This design comes from an exercise in tuning for small area and a short achievable clock period on the open sky130 flow, not from production work.
The flow treats the clock pin as an ideal source. Dropping or thinning the clock tree relies on that and would not hold on a real chip.

==> flow/design.v (excerpt) <==
module FLP_adder_7(
    input  [31:0] A,
    input  [31:0] B,
    input         rst,
    input         clk,
    output [31:0] sum
);
Size: about 290 flip-flops, ~0.011 sq mm of cells after synthesis.
Settings: LEC_CHECK=0, ABC_AREA=1, CAP_MARGIN=20, CORE_MARGIN=2, CORE_UTILIZATION=40, SETUP_SLACK_MARGIN=3.0, SLEW_MARGIN=20, TNS_END_PERCENT=10; clock period 5.0 ns.
standard.sh (not shown) runs the stock make flow with config.mk's settings and CLKGATE_MAP_FILE= SYNTH_SCRIPT=/design/flow/synth_recipe.tcl, a recipe that flattens the netlist after the stock synthesis.
==> flow/flow/run.sh <==
#!/bin/bash
# Standard ORFS layout with smaller input-port buffers and a two-level
# clock tree (root buffers, leaf buffers) without dummy loads. Each tool's output goes to its own log under
# orfs/logs; make's output goes to make.log.
set -euo pipefail
here=$(pwd)
bash standard.sh \
  POST_GLOBAL_PLACE_TCL="$here/flow/inbuf.tcl" \
  POST_CTS_TCL="$here/flow/clk_tree.tcl" \
  CTS_ARGS="-sink_clustering_enable -repair_clock_nets -dont_use_dummy_load -sink_clustering_size 24 -sink_clustering_max_diameter 100" \
  finish > make.log 2>&1
==> flow/flow/clk_tree.tcl <==
# After CTS: make the clock tree two buffers deep. The leaf clock buffers
# are driven straight from root buffers (the intermediate level is removed),
# and the root is split into up to four copies, each driving the leaf
# buffers nearest to it. Every register still sees root buffer + leaf buffer.
set block [ord::get_db_block]
set root_net [$block findNet clknet_0_clk]
set nroots 4
if { $root_net != "NULL" } {
  # 1. remove the intermediate level
  set mids {}
  foreach it [$root_net getITerms] {
    if { [$it isInputSignal] } {
      set inst [$it getInst]
      if { [string match "sky130_fd_sc_hd__clkbuf*" [[$inst getMaster] getName]] } {
        lappend mids $inst
      }
    }
  }
  foreach inst $mids {
    set onet [[$inst findITerm X] getNet]
    set leaves {}
    set ok 1
    foreach it [$onet getITerms] {
      if { [$it isInputSignal] } {
        lappend leaves $it
        if { ![string match "sky130_fd_sc_hd__clkbuf*" [[[$it getInst] getMaster] getName]] } { set ok 0 }
      }
    }
    if { !$ok } { continue }
    foreach it $leaves {
      $it disconnect
      $it connect $root_net
    }
    puts "clk_tree: removed [$inst getName], [llength $leaves] leaf buffers now on clknet_0_clk"
    [$inst findITerm A] disconnect
    [$inst findITerm X] disconnect
    odb::dbInst_destroy $inst
    odb::dbNet_destroy $onet
  }

  # 2. split the root buffer: group the leaf buffers by angle around their
  # centre, one root buffer per group
  set root_it [lindex [$root_net getITerms] 0]
  set root {}
  set leaves {}
  foreach it [$root_net getITerms] {
    if { [$it isOutputSignal] } { set root [$it getInst] } else { lappend leaves $it }
  }
  set clk_net [[$root findITerm A] getNet]
  set n [llength $leaves]
  set cx 0; set cy 0
  foreach it $leaves {
    set b [[$it getInst] getBBox]
    set cx [expr {$cx + ([$b xMin] + [$b xMax]) / 2.0}]
    set cy [expr {$cy + ([$b yMin] + [$b yMax]) / 2.0}]
  }
  set cx [expr {$cx / $n}]; set cy [expr {$cy / $n}]
  set keyed {}
  foreach it $leaves {
    set b [[$it getInst] getBBox]
    set x [expr {([$b xMin] + [$b xMax]) / 2.0 - $cx}]
    set y [expr {([$b yMin] + [$b yMax]) / 2.0 - $cy}]
    lappend keyed [list [expr {atan2($y, $x)}] $it $x $y]
  }
  set keyed [lsort -real -index 0 $keyed]
  set k [expr {min($nroots, $n)}]
  set master [[$root getMaster] getName]
  set lib_master [$root getMaster]
  for {set g 0} {$g < $k} {incr g} {
    set lo [expr {($g * $n) / $k}]
    set hi [expr {(($g + 1) * $n) / $k - 1}]
    set grp [lrange $keyed $lo $hi]
    set gx 0; set gy 0
    foreach e $grp { set gx [expr {$gx + [lindex $e 2]}]; set gy [expr {$gy + [lindex $e 3]}] }
    set gx [expr {int($cx + $gx / [llength $grp] / 2.0)}]
    set gy [expr {int($cy + $gy / [llength $grp] / 2.0)}]
    if { $g == 0 } {
      set inst $root
      set net $root_net
    } else {
      set inst [odb::dbInst_create $block $lib_master "clkbuf_root_${g}_clk"]
      set net [odb::dbNet_create $block "clknet_root_${g}_clk"]
      $net setSigType CLOCK
      [$inst findITerm A] connect $clk_net
      [$inst findITerm X] connect $net
      foreach e $grp {
        set it [lindex $e 1]
        $it disconnect
        $it connect $net
      }
    }
    $inst setLocation $gx $gy
    $inst setPlacementStatus PLACED
    puts "clk_tree: [$inst getName] drives [llength $grp] leaf buffers"
  }
}

# legalise the moved and added buffers
detailed_placement
check_placement -verbose
estimate_parasitics -placement
Other scripts of this flow, unchanged in this note and not shown: flow/flow/inbuf.tcl
Edit:
Settings changed: SETUP_SLACK_MARGIN 3.0 to 3.2.
=> Critical path depth went down by 1; routed wire length came out higher by about 3%; die area does not change; global-route usage rises by 0.50 points; final area grows by 1.8%; synthesized area is unchanged.
Edit:
--- a/flow/flow/clk_tree.tcl
+++ b/flow/flow/clk_tree.tcl
@@ -97,5 +96,0 @@
-
-# legalise the moved and added buffers
-detailed_placement
-check_placement -verbose
-estimate_parasitics -placement
The changed run ended with an error in global routing (5_1_grt) on DRT-0073.
Area after synthesis stays the same.
Synthesized cell count stays the same.
Edit:
Settings changed: SETUP_SLACK_MARGIN 3.2 to 3.0.
Outcome:
- The changed run did not get past global routing (5_1_grt) with DRT-0073
- area after synthesis does not change
- synthesized cell count stays the same
Function was not checked in any run of this note: the RTL went through the layout flow alone.

[static timing again, ports no longer ideal]
No port has a modelled driver above. Below, the same layouts with a new extraction and two added sets of constraints.
Step 1: set_driving_cell puts a clkbuf_16 on clk and a buf_2 on each other input, an assumption about the parent block.
Step 2 adds t to the input delays and takes it off the output delays; t is the mean of the earliest and latest rising clock arrival at the registers after step 1. Input paths then give back, and output paths get back, about the clock's delay inside the block.
a / b / c = ideal ports / drivers / drivers and shift; a / b = the first two.
run | shift t [ns] | setup slack, ns | worst hold slack (ns)
the first run | 0.386 | 3.056 / 3.056 / 2.926 | 0.332 / 0.332 / 0.332
the second run | 0.386 | 3.074 / 3.074 / 2.936 | 0.330 / 0.330 / 0.330
After both steps every run listed still meets setup and hold. The setup slack of the second run, which loses most, moves by 0.000 ns with the drivers and by -0.138 ns with both steps.
